This is an optimization exercise on Yosys and OpenROAD, whose aim is small area, a short achievable clock period and few clock cycles, not a production implementation.
Only simulation tests tie the RTL to the original design; equivalence was not proved.

==> build 79 <==
==> flow/design.v (excerpt) <==
module CONVCOR(
        clk,
        rst_n,
        in_valid,
        in_a,
        in_b,
        in_mode,
        out_valid,
        out
);
input              clk;
input              rst_n;
input              in_valid;
input      [15:0]  in_a;
input      [15:0]  in_b;
input              in_mode;
output reg         out_valid;
output reg [35:0]  out;
reg [15:0] xa, ra1, ra2, xb, rb1, rb2;
reg [3:0]  st;      
reg        mode;
wire        cur_mode = (st == 4'd0) ? in_mode : mode;
wire [15:0] in_bx    = {in_b[15:8], in_b[7:0] ^ {8{~cur_mode}}};
reg [3:0] st_n;
always @(*) begin
    if (!rst_n)
        st_n = 4'd0;
    else if (st == 4'd0)
        st_n = in_valid ? 4'd1 : 4'd0;
    else if ((mode && st == 4'd3) || st == 4'd9)
        st_n = 4'd0;
    else
        st_n = st + 4'd1;
end
wire s0 = (st == 4'd0), s1 = (st == 4'd1), s2 = (st == 4'd2), s3 = (st == 4'd3);
wire s4 = (st == 4'd4), s5 = (st == 4'd5), s6 = (st == 4'd6), s7 = (st == 4'd7);
wire s8 = (st == 4'd8);
wire xa_pins = s0 | (mode & (s1 | s2));
wire xa_ra2  = ~mode & (s2 | s4 | s5 | s6 | s7);
wire xb_pins = s0 | s1 | (mode & s2);
wire xb_rb2  = ~mode & (s2 | s3 | s4 | s7 | s8);
wire xb_rb1  = ~mode & s5;
always @(posedge clk) begin
    st <= st_n;
    if (s0 & in_valid) mode <= in_mode;
    if (xa_pins)     xa <= in_a;
    else if (xa_ra2) xa <= ra2;
    if (~s3) ra1 <= xa;
    if (~s3) ra2 <= (s1 | s2) ? in_a : ra1;
    if (xb_pins)     xb <= in_bx;
    else if (xb_rb2) xb <= rb2;
    else if (xb_rb1) xb <= rb1;
    if (s2) rb1 <= in_bx;
    if (~(s5 | s6)) rb2 <= xb;
end
reg acc_n, ov_n;
always @(*) begin
    acc_n = 1'b0; ov_n = 1'b0;
    if (s0)
        ov_n = in_valid & ~in_mode;
    else if (mode) begin
        acc_n = s1 | s2;
        ov_n  = s2;
    end else begin
  ...
export LEC_CHECK = 0
export CAP_MARGIN = 20
export CORE_MARGIN = 2
export CORE_UTILIZATION = 40
export SLEW_MARGIN = 20
export SYNTH_HIERARCHICAL = 1
create_clock -name core_clock -period 12.0 [get_ports {clk}]
standard.sh (not shown) runs the stock make flow with config.mk's settings and CLKGATE_MAP_FILE= SYNTH_SCRIPT=/design/flow/synth_recipe.tcl, a recipe that flattens the netlist after the stock synthesis.
==> flow/flow/run.sh <==
#!/bin/bash
# Standard ORFS layout, with repair_timing aiming for extra setup slack so the
# layout is sized for a shorter period than the 12 ns constraint, plain
# buffers on the ports, larger clock sink clusters and no dummy clock loads.
set -euo pipefail
bash standard.sh SETUP_SLACK_MARGIN=8.7 \
  "BUFFER_PORTS_ARGS=-buffer_cell sky130_fd_sc_hd__buf_1" \
  "CTS_ARGS=-sink_clustering_enable -repair_clock_nets -dont_use_dummy_load -sink_clustering_size 24 -sink_clustering_max_diameter 150 -sink_clustering_levels 1" \
  finish > flow_standard.log 2>&1
==> build 63 (differences from build 79) <==
--- a/flow/design.v
+++ b/flow/design.v
@@ -33,27 +33,26 @@
         st_n = st + 4'd1;
 end
 wire s0 = (st == 4'd0), s1 = (st == 4'd1), s2 = (st == 4'd2), s3 = (st == 4'd3);
 wire s4 = (st == 4'd4), s5 = (st == 4'd5), s6 = (st == 4'd6), s7 = (st == 4'd7);
 wire s8 = (st == 4'd8);
+wire early   = s0 | s1 | s2;           
 wire xa_pins = s0 | (mode & (s1 | s2));
-wire xa_ra2  = ~mode & (s2 | s4 | s5 | s6 | s7);
 wire xb_pins = s0 | s1 | (mode & s2);
-wire xb_rb2  = ~mode & (s2 | s3 | s4 | s7 | s8);
-wire xb_rb1  = ~mode & s5;
+wire xb_rb2  = ~mode & (s2 | s4 | s5);
+wire xb_rb1  = ~mode & s7;
 always @(posedge clk) begin
     st <= st_n;
     if (s0 & in_valid) mode <= in_mode;
-    if (xa_pins)     xa <= in_a;
-    else if (xa_ra2) xa <= ra2;
-    if (~s3) ra1 <= xa;
-    if (~s3) ra2 <= (s1 | s2) ? in_a : ra1;
+    xa  <= xa_pins ? in_a : ra1;
+    ra1 <= early ? in_a : ra2;
+    ra2 <= (s5 | s6) ? ra1 : xa;
     if (xb_pins)     xb <= in_bx;
     else if (xb_rb2) xb <= rb2;
     else if (xb_rb1) xb <= rb1;
-    if (s2) rb1 <= in_bx;
-    if (~(s5 | s6)) rb2 <= xb;
+    rb1 <= early ? in_bx : rb2;
+    rb2 <= rb1;
 end
 reg acc_n, ov_n;
 always @(*) begin
     acc_n = 1'b0; ov_n = 1'b0;
     if (s0)
==> flow/flow/run.sh (replaced) <==
#!/bin/bash
set -euo pipefail
knobs=(
  SETUP_SLACK_MARGIN=8.6
  "BUFFER_PORTS_ARGS=-buffer_cell sky130_fd_sc_hd__buf_1"
  "CTS_ARGS=-sink_clustering_enable -repair_clock_nets -dont_use_dummy_load -sink_clustering_size 24 -sink_clustering_max_diameter 150"
)
for stage in synth floorplan place cts route finish; do
  bash standard.sh "${knobs[@]}" "$stage" > "log_${stage}.log" 2>&1
done
==> summary.txt <==
status complete, no violations; FF+latch area 5720 um2; post-synth top area share 31.3%; Post-DP Area 16,100 um2; Seq/total area 32.4%; reg2reg end out[14]$_DFF_P_; DP Worst Slack 8230 ps; vias per cell 5.07; commonest cells after routing, fill and taps aside 233 x fa_1, 202 x nand2_1, 99 x dfxtp_1, 97 x edfxtp_1, 96 x buf_4; fin nets 1,745; Signal buffers 179; met2 wire length 17,200 um; signal buffers share of area 8.24%
That was build 79.
==> summary.txt <==
commonest cells after routing, fill and taps aside 240 x fa_1, 206 x nand2_1, 184 x dfxtp_1, 65 x and2_1, 64 x mux2_2; FF+latch area 4920 um2; signal buffers share of area 3.69%; vias per cell 5.09; Buf/Inv on CP 0; fin nets 1,703; post-synth top area share 32.2%; reg2reg end out[17]$_DFF_P_; DP Worst Slack 8380 ps; met2 wire length 15,700 um; status complete, no violations; FMAX 296 MHz
That was build 63.
Testbench counts of build 79, summed over its fixed seeds: cycles 64,050.
Testbench counts of build 63, summed over its fixed seeds: cycles 64,050.

* * *

==> run a: inputs <==
CONVCOR with an RTL version that a note above also has.
==> flow/config.mk <==
export PLATFORM = sky130hd
export DESIGN_NAME = CONVCOR
export DESIGN_NICKNAME = CONVCOR
export VERILOG_FILES = /design/flow/design.v
export SDC_FILE = /design/flow/constraint.sdc
export NUM_CORES = 4
export LEC_CHECK = 0
export CAP_MARGIN = 20
export CORE_MARGIN = 2
export CORE_UTILIZATION = 75
export SLEW_MARGIN = 20
export SYNTH_HIERARCHICAL = 1
==> flow/constraint.sdc <==
create_clock -name core_clock -period 12.0 [get_ports {clk}]
set_input_delay 2.4000 -clock core_clock [delete_from_list [all_inputs] [get_ports {clk}]]
set_output_delay 2.4000 -clock core_clock [all_outputs]
set_load 0.01 [all_outputs]
==> flow/flow/run.sh <==
#!/bin/bash
set -euo pipefail
knobs=(
  SETUP_SLACK_MARGIN=8.6
  "BUFFER_PORTS_ARGS=-buffer_cell sky130_fd_sc_hd__buf_1"
  "CTS_ARGS=-sink_clustering_enable -repair_clock_nets -dont_use_dummy_load -sink_clustering_size 24 -sink_clustering_max_diameter 150"
)
for stage in synth floorplan place cts route finish; do
  bash standard.sh "${knobs[@]}" "$stage" > "log_${stage}.log" 2>&1
done
==> run b (differences from run a) <==
--- a/flow/design.v
+++ b/flow/design.v
@@ -32,28 +32,29 @@
     else
         st_n = st + 4'd1;
 end
 wire s0 = (st == 4'd0), s1 = (st == 4'd1), s2 = (st == 4'd2), s3 = (st == 4'd3);
 wire s4 = (st == 4'd4), s5 = (st == 4'd5), s6 = (st == 4'd6), s7 = (st == 4'd7);
 wire s8 = (st == 4'd8);
-wire early   = s0 | s1 | s2;           
 wire xa_pins = s0 | (mode & (s1 | s2));
+wire xa_ra2  = ~mode & (s2 | s4 | s5 | s6 | s7);
 wire xb_pins = s0 | s1 | (mode & s2);
-wire xb_rb2  = ~mode & (s2 | s4 | s5);
-wire xb_rb1  = ~mode & s7;
+wire xb_rb2  = ~mode & (s2 | s3 | s4 | s7 | s8);
+wire xb_rb1  = ~mode & s5;
 always @(posedge clk) begin
     st <= st_n;
     if (s0 & in_valid) mode <= in_mode;
-    xa  <= xa_pins ? in_a : ra1;
-    ra1 <= early ? in_a : ra2;
-    ra2 <= (s5 | s6) ? ra1 : xa;
+    if (xa_pins)     xa <= in_a;
+    else if (xa_ra2) xa <= ra2;
+    if (~s3) ra1 <= xa;
+    if (~s3) ra2 <= (s1 | s2) ? in_a : ra1;
     if (xb_pins)     xb <= in_bx;
     else if (xb_rb2) xb <= rb2;
     else if (xb_rb1) xb <= rb1;
-    rb1 <= early ? in_bx : rb2;
-    rb2 <= rb1;
+    if (s2) rb1 <= in_bx;
+    if (~(s5 | s6)) rb2 <= xb;
 end
 reg acc_n, ov_n;
 always @(*) begin
     acc_n = 1'b0; ov_n = 1'b0;
     if (s0)
         ov_n = in_valid & ~in_mode;
==> flow/flow/run.sh (replaced) <==
#!/bin/bash
# Standard ORFS layout, with repair_timing aiming for extra setup slack so the
# layout is sized for a shorter period than the 12 ns constraint, plain
# buffers on the ports, and no dummy clock-tree loads.
set -euo pipefail
bash standard.sh SETUP_SLACK_MARGIN=8.7 \
  "BUFFER_PORTS_ARGS=-buffer_cell sky130_fd_sc_hd__buf_1" \
  "CTS_ARGS=-sink_clustering_enable -repair_clock_nets -dont_use_dummy_load" \
  finish > flow_standard.log 2>&1
==> flow/config.mk (replaced) <==
export PLATFORM = sky130hd
export DESIGN_NAME = CONVCOR
export DESIGN_NICKNAME = CONVCOR
export VERILOG_FILES = /design/flow/design.v
export SDC_FILE = /design/flow/constraint.sdc
export NUM_CORES = 4
export LEC_CHECK = 0
export CAP_MARGIN = 20
export CORE_MARGIN = 2
export CORE_UTILIZATION = 40
export CTS_CLUSTER_DIAMETER = 100
export CTS_CLUSTER_SIZE = 50
export SLEW_MARGIN = 20
export SYNTH_HIERARCHICAL = 1
==> run c (differences from run a) <==
--- a/flow/design.v
+++ b/flow/design.v
@@ -32,28 +32,29 @@
     else
         st_n = st + 4'd1;
 end
 wire s0 = (st == 4'd0), s1 = (st == 4'd1), s2 = (st == 4'd2), s3 = (st == 4'd3);
 wire s4 = (st == 4'd4), s5 = (st == 4'd5), s6 = (st == 4'd6), s7 = (st == 4'd7);
 wire s8 = (st == 4'd8);
-wire early   = s0 | s1 | s2;           
 wire xa_pins = s0 | (mode & (s1 | s2));
+wire xa_ra2  = ~mode & (s2 | s4 | s5 | s6 | s7);
 wire xb_pins = s0 | s1 | (mode & s2);
-wire xb_rb2  = ~mode & (s2 | s4 | s5);
-wire xb_rb1  = ~mode & s7;
+wire xb_rb2  = ~mode & (s2 | s3 | s4 | s7 | s8);
+wire xb_rb1  = ~mode & s5;
 always @(posedge clk) begin
     st <= st_n;
     if (s0 & in_valid) mode <= in_mode;
-    xa  <= xa_pins ? in_a : ra1;
-    ra1 <= early ? in_a : ra2;
-    ra2 <= (s5 | s6) ? ra1 : xa;
+    if (xa_pins)     xa <= in_a;
+    else if (xa_ra2) xa <= ra2;
+    if (~s3) ra1 <= xa;
+    if (~s3) ra2 <= (s1 | s2) ? in_a : ra1;
     if (xb_pins)     xb <= in_bx;
     else if (xb_rb2) xb <= rb2;
     else if (xb_rb1) xb <= rb1;
-    rb1 <= early ? in_bx : rb2;
-    rb2 <= rb1;
+    if (s2) rb1 <= in_bx;
+    if (~(s5 | s6)) rb2 <= xb;
 end
 reg acc_n, ov_n;
 always @(*) begin
     acc_n = 1'b0; ov_n = 1'b0;
     if (s0)
         ov_n = in_valid & ~in_mode;
==> flow/flow/run.sh (replaced) <==
#!/bin/bash
# Standard ORFS layout, with repair_timing aiming for extra setup slack so the
# layout is sized for a shorter period than the 12 ns constraint, plain
# buffers on the ports, larger clock sink clusters and no dummy clock loads.
set -euo pipefail
bash standard.sh SETUP_SLACK_MARGIN=8.55 \
  "BUFFER_PORTS_ARGS=-buffer_cell sky130_fd_sc_hd__buf_1" \
  "CTS_ARGS=-sink_clustering_enable -repair_clock_nets -dont_use_dummy_load -sink_clustering_size 24 -sink_clustering_max_diameter 150" \
  finish > flow_standard.log 2>&1
==> flow/config.mk (replaced) <==
export PLATFORM = sky130hd
export DESIGN_NAME = CONVCOR
export DESIGN_NICKNAME = CONVCOR
export VERILOG_FILES = /design/flow/design.v
export SDC_FILE = /design/flow/constraint.sdc
export NUM_CORES = 4
export LEC_CHECK = 0
export CAP_MARGIN = 20
export CORE_MARGIN = 2
export CORE_UTILIZATION = 40
export SLEW_MARGIN = 20
export SYNTH_HIERARCHICAL = 1
==> summary.md <==
| Metric | Value |
|---|---|
| Synthesized net count | `about 1.6k` |
| Cell variety after synth | `55` |
| Worst-Margin Slew | `roughly 0.81 ns` |
| Initial core utilization | `about three quarters` |
| Signal inverters | `between 50 and 60` |
| M1 wire length | `between 10000 and 15000 um` |
| Fraction of area in registers | `between 30% and 40%` |
| Status | `no timing/DRC/antenna violations` |
| DR WL/cell | `about 19 um` |
(the above is from run a)
==> summary.md <==
| Metric | Value |
|---|---|
| DR WL/cell | `roughly 18 um` |
| Signal inverters | `60` |
| Xor/xnor share of the synthesized area | `between 2 and 2.5%` |
| Cell variety after synth | `51` |
| Synthesized net count | `roughly 1.6k` |
| Worst-Margin Slew | `1.10 ns` |
| Status | `no timing/DRC/antenna violations` |
| Fraction of area in registers | `a little under a third` |
| Initial core utilization | `~40%` |
(the above is from run b)
==> summary.md <==
| Metric | Value |
|---|---|
| Worst-Margin Slew | `around 0.97 ns` |
| Fraction of area in registers | `roughly 34%` |
| Initial core utilization | `between 40 and 50%` |
| Status | `no timing/DRC/antenna violations` |
| Signal inverters | `60` |
| Cell variety after synth | `51` |
| Synthesized net count | `between 1.5k and 2k` |
(the above is from run c)
Testbench counts of run a, summed over its fixed seeds: cycles 64,050.
Testbench counts of run b, summed over its fixed seeds: cycles 64,050.
Testbench counts of run c, summed over its fixed seeds: cycles 64,050.

* * *

==> v7: inputs <==
==> flow/design.v <==
module CONVCOR(
        clk,
        rst_n,
        in_valid,
        in_a,
        in_b,
        in_mode,
        out_valid,
        out
);
input              clk;
input    	   	   rst_n;
input              in_valid;
input signed  [15:0]    in_a;
input signed  [15:0]    in_b;
input              in_mode;
output  reg        out_valid;
output  reg  [35:0]  out;
reg signed [8:0] a0_r,a1_r,a2_r,b0_r,b1_r,b2_r;
reg signed [8:0] a0_i,a1_i,a2_i,b0_i,b1_i,b2_i;
reg signed [8:0] b0_ic,b1_ic,b2_ic;
reg signed [17:0] out_r,out_i;
reg [3:0] step;
reg mode_tmp,in_finished;
wire last;
assign last = mode_tmp ? (step==4'd4) : (step==4'd8);
always@(posedge clk)
begin	
	if(in_valid)
	begin
		if(step==4'd0||last)
		begin
			a0_r<={{1{in_a[15]}},in_a[15:8]};
			b0_r<={{1{in_b[15]}},in_b[15:8]};
			a0_i<={{1{in_a[7]}},in_a[7:0]};
			b0_i<={{1{in_b[7]}},in_b[7:0]};
			b0_ic<=~{{1{in_b[7]}},in_b[7:0]}+1;			
		end
		if(step==4'd1)
		begin
			a1_r<={{1{in_a[15]}},in_a[15:8]};
			b1_r<={{1{in_b[15]}},in_b[15:8]};
			a1_i<={{1{in_a[7]}},in_a[7:0]};
			b1_i<={{1{in_b[7]}},in_b[7:0]};
			b1_ic<=~{{1{in_b[7]}},in_b[7:0]}+1;			
		end	
		if(step==4'd2)
		begin
			a2_r<={{1{in_a[15]}},in_a[15:8]};
			b2_r<={{1{in_b[15]}},in_b[15:8]};
			a2_i<={{1{in_a[7]}},in_a[7:0]};
			b2_i<={{1{in_b[7]}},in_b[7:0]};
			b2_ic<=~{{1{in_b[7]}},in_b[7:0]}+1;
		end
	end
end
always@(posedge clk)
begin
	if(!rst_n)
		step<=4'd0;
	else if(in_valid&&(step==4'd0||last))
		step<=4'd1;
	else if(last)
		step<=4'd0;
	else if(in_valid&&step<4'd3&&step!=4'd0)
		step<=step+4'd1;
	else if(in_finished)
		step<=step+4'd1;
	else
		step<=step;
end
always@(posedge clk)
begin
	if(in_valid&&(step==4'd0||last))
		mode_tmp<=in_mode;
	else   
		mode_tmp<=mode_tmp;
end
always@(posedge clk)
begin
	if(!rst_n)
		in_finished<=0;
	else if(in_valid&&step==4'd2)  
		in_finished<=1;
	else if(last)
		in_finished<=0;    
	else  
		in_finished<=in_finished;
end
always@(posedge clk)
begin
	if(!rst_n)
		out_valid<=0;
	else if(in_finished&&!mode_tmp&&step>=4'd3&&step<=4'd7)
		out_valid<=1;
	else if(in_finished&&mode_tmp&&step==4'd3)
		out_valid<=1;
	else
		out_valid<=0;
end
always@(*)
begin
	out_r=18'd0;
	out_i=18'd0;
	if(!mode_tmp)
	begin
		if(step==4'd3)
		begin
			out_r=a0_r*b0_r-a0_i*b0_i;
			out_i=a0_r*b0_i+b0_r*a0_i;
		end		
		if(step==4'd4)
		begin
			out_r=(a0_r*b1_r-a0_i*b1_i)+(a1_r*b0_r-a1_i*b0_i);
			out_i=(a0_r*b1_i+b1_r*a0_i)+(a1_r*b0_i+b0_r*a1_i);
		end		
		if(step==4'd5)
		begin
			out_r=(a0_r*b2_r-a0_i*b2_i)+(a1_r*b1_r-a1_i*b1_i)+(a2_r*b0_r-a2_i*b0_i);
			out_i=(a0_r*b2_i+b2_r*a0_i)+(a1_r*b1_i+b1_r*a1_i)+(a2_r*b0_i+b0_r*a2_i);
		end		
		if(step==4'd6)
		begin
			out_r=(a1_r*b2_r-a1_i*b2_i)+(a2_r*b1_r-a2_i*b1_i);
			out_i=(a1_r*b2_i+b2_r*a1_i)+(a2_r*b1_i+b1_r*a2_i);
		end	
		if(step==4'd7)	
		begin
			out_r=(a2_r*b2_r-a2_i*b2_i);
			out_i=(a2_r*b2_i+a2_i*b2_r);	
		end
	end
	else
	begin		
		out_r=(a0_r*b0_r+a1_r*b1_r+a2_r*b2_r)-(a0_i*b0_ic+a1_i*b1_ic+a2_i*b2_ic);
		out_i=(a0_r*b0_ic+b0_r*a0_i)+(a1_r*b1_ic+b1_r*a1_i)+(a2_r*b2_ic+b2_r*a2_i);		
	end	
end
always@(posedge clk)
begin
	if(!rst_n)
		out<=36'b0;
	else if(in_finished&&((!mode_tmp&&step>=4'd3&&step<=4'd7)||(mode_tmp&&step==4'd3)))
		out<={out_r,out_i};
	else
		out<=36'b0;   
end
endmodule
==> flow/run.sh <==
#!/bin/bash
# synth_recipe.tcl (not shown) runs the flow's synth.tcl, then flattens the netlist and writes it again
# the make line also repeats each setting of config.mk as NAME=value (left out here)
make -C /OpenROAD-flow-scripts/flow DESIGN_CONFIG=/design/flow/config.mk WORK_HOME=/design/flow/orfs CLKGATE_MAP_FILE= SYNTH_SCRIPT=/design/flow/synth_recipe.tcl finish
==> flow/config.mk <==
export PLATFORM = sky130hd
export DESIGN_NAME = CONVCOR
export DESIGN_NICKNAME = CONVCOR
export VERILOG_FILES = /design/flow/design.v
export SDC_FILE = /design/flow/constraint.sdc
export NUM_CORES = 4
export LEC_CHECK = 0
export CAP_MARGIN = 20
export CORE_MARGIN = 2
export CORE_UTILIZATION = 40
export SLEW_MARGIN = 20
==> flow/constraint.sdc <==
create_clock -name core_clock -period 12.0 [get_ports {clk}]
set_input_delay 2.4000 -clock core_clock [delete_from_list [all_inputs] [get_ports {clk}]]
set_output_delay 2.4000 -clock core_clock [all_outputs]
set_load 0.01 [all_outputs]
==> inputs of v18, as changes to v7 <==
==> flow/design.v (replaced) <==
module CONVCOR(
        clk,
        rst_n,
        in_valid,
        in_a,
        in_b,
        in_mode,
        out_valid,
        out
);
input              clk;
input              rst_n;
input              in_valid;
input      [15:0]  in_a;
input      [15:0]  in_b;
input              in_mode;
output reg         out_valid;
output reg [35:0]  out;
reg [15:0] a0, a1, a2, b0, b1, b2;
reg [3:0]  st;      
reg        mode;
wire       load_mode = (st == 4'd0) & in_valid;
wire       cur_mode  = (st == 4'd0) ? in_mode : mode;
wire [15:0] in_bx    = {in_b[15:8], in_b[7:0] ^ {8{~cur_mode}}};
always @(posedge clk) begin
    if (!rst_n)
        st <= 4'd0;
    else if (st == 4'd0)
        st <= in_valid ? 4'd1 : 4'd0;
    else if ((mode && st == 4'd3) || st == 4'd9)
        st <= 4'd0;
    else
        st <= st + 4'd1;
end
always @(posedge clk) begin
    if (load_mode) mode <= in_mode;
    if (load_mode) begin a0 <= in_a; b0 <= in_bx; end
    if (st == 4'd1) begin a1 <= in_a; b1 <= in_bx; end
    if (st == 4'd2) begin a2 <= in_a; b2 <= in_bx; end
end
reg [1:0] sa, sb;
reg       acc, last;
always @(*) begin
    sa = 2'd0; sb = 2'd0; acc = 1'b0; last = 1'b0;
    if (mode) begin
        case (st)
            4'd1: begin sa = 2'd0; sb = 2'd0; end
            4'd2: begin sa = 2'd1; sb = 2'd1; acc = 1'b1; end
            4'd3: begin sa = 2'd2; sb = 2'd2; acc = 1'b1; last = 1'b1; end
            default: ;
        endcase
    end else begin
        case (st)
            4'd1: begin sa = 2'd0; sb = 2'd0; last = 1'b1; end
            4'd2: begin sa = 2'd1; sb = 2'd0; end
            4'd3: begin sa = 2'd0; sb = 2'd1; acc = 1'b1; last = 1'b1; end
            4'd4: begin sa = 2'd0; sb = 2'd2; end
            4'd5: begin sa = 2'd1; sb = 2'd1; acc = 1'b1; end
            4'd6: begin sa = 2'd2; sb = 2'd0; acc = 1'b1; last = 1'b1; end
            4'd7: begin sa = 2'd1; sb = 2'd2; end
            4'd8: begin sa = 2'd2; sb = 2'd1; acc = 1'b1; last = 1'b1; end
            4'd9: begin sa = 2'd2; sb = 2'd2; last = 1'b1; end
            default: ;
        endcase
    end
end
wire [15:0] xa = (sa == 2'd0) ? a0 : (sa == 2'd1) ? a1 : a2;
wire [15:0] xb = (sb == 2'd0) ? b0 : (sb == 2'd1) ? b1 : b2;
wire signed [7:0] ar = xa[15:8];
wire signed [7:0] ai = xa[7:0];
wire signed [7:0] br = xb[15:8];
wire signed [7:0] bx = xb[7:0];    
wire signed [7:0] by = ~bx;        
wire signed [17:0] out_r = out[35:18];
wire signed [17:0] out_i = out[17:0];
wire signed [17:0] acc_r = acc ? out_r : 18'sd0;
wire signed [17:0] acc_i = acc ? out_i : 18'sd0;
wire signed [7:0]  cr    = mode ? 8'sd0 : ai;
wire signed [7:0]  ci    = mode ? ar : 8'sd0;
wire signed [17:0] nr = acc_r + ar * br + ai * bx + cr;
wire signed [17:0] ni = acc_i + ai * br + ar * by + ci;
always @(posedge clk) begin
    if (!rst_n)
        out_valid <= 1'b0;
    else
        out_valid <= last;
    out <= {nr, ni};
end
endmodule
==> metrics.md <==
| Metric | Value |
|---|---|
| Tapcells | `600` |
| Run status | `complete, no violations` |
| CLK BUF | `20` |
| Final min period | `9020 ps` |
| Top Metal Used | `met4` |
| Seq/Total Area, Yosys | `0.204` |
| Inverters | `338` |
| Most frequent cells in the layout | `fa_1, inv_1, nor2_1` |
the above is filed under v18

==> metrics.md <==
| Metric | Value |
|---|---|
| Run status | `complete, no violations` |
| Final min period | `11490 ps` |
| CLK BUF | `17` |
| Post-Synth Simple-Gate Area | `0.127` |
| Tapcells | `4140` |
| Most frequent cells in the layout | `inv_1, fa_1, and2_1` |
| Top Metal Used | `met5` |
| Inverters | `3534` |
| Seq/Total Area, Yosys | `0.0358` |
| Htree depth | `4` |
| Layout Cells excl Fill | `17010` |
the above is filed under v7

Testbench counts of v7, summed over its fixed seeds: cycles 48,036.
Testbench counts of v18, summed over its fixed seeds: cycles 56,050.

-- afterwards: timing with drivers on the ports --
No port has a modelled driver above. Below, the same layouts with a new extraction and two added sets of constraints. Step 1 sets driving cells, clkbuf_16 on the clock port and buf_2 on the other inputs (assumed; they add their load-dependent delay and slew). Step 2 moves the port delays by t, midway between the first and last clock arrival at a register: inputs arrive t later, outputs are due t later. That takes back most of the time a late clock gives input paths. a / b / c = ideal ports / drivers / drivers and shift; a / b = the first two.
| run | t (ns) | slack for setup (ns) | hold WS [ns] | worst setup path after step 2 | cell pins on the clock port's net |
|---|---|---|---|---|---|
| build 79 | 0.532 | 8.646 / 8.595 / 8.488 | 0.349 / 0.349 / 0.349 | input to register | 1 |
| build 63 | 0.522 | 8.627 / 8.581 / 8.459 | 0.331 / 0.331 / 0.331 | input to register | 1 |
| run a | 0.522 | 8.628 / 8.579 / 8.486 | 0.329 / 0.329 / 0.329 | input to register | 1 |
| run b | 0.571 | 8.613 / 8.563 / 8.476 | 0.328 / 0.328 / 0.328 | input to register | 1 |
| run c | 0.534 | 8.593 / 8.543 / 8.305 | 0.343 / 0.343 / 0.343 | input to register | 1 |
| v7 | 0.695 | 0.506 / 0.506 / 0.506 | 0.575 / 0.575 / 0.575 | register to register | 1 |
| v18 | 0.493 | 2.980 / 2.980 / 2.980 | 0.662 / 0.662 / 0.662 | register to register | 1 |
After both steps every run listed still meets setup and hold. The setup slack of run c, which loses most, moves by -0.050 ns with the drivers and by -0.288 ns with both steps.
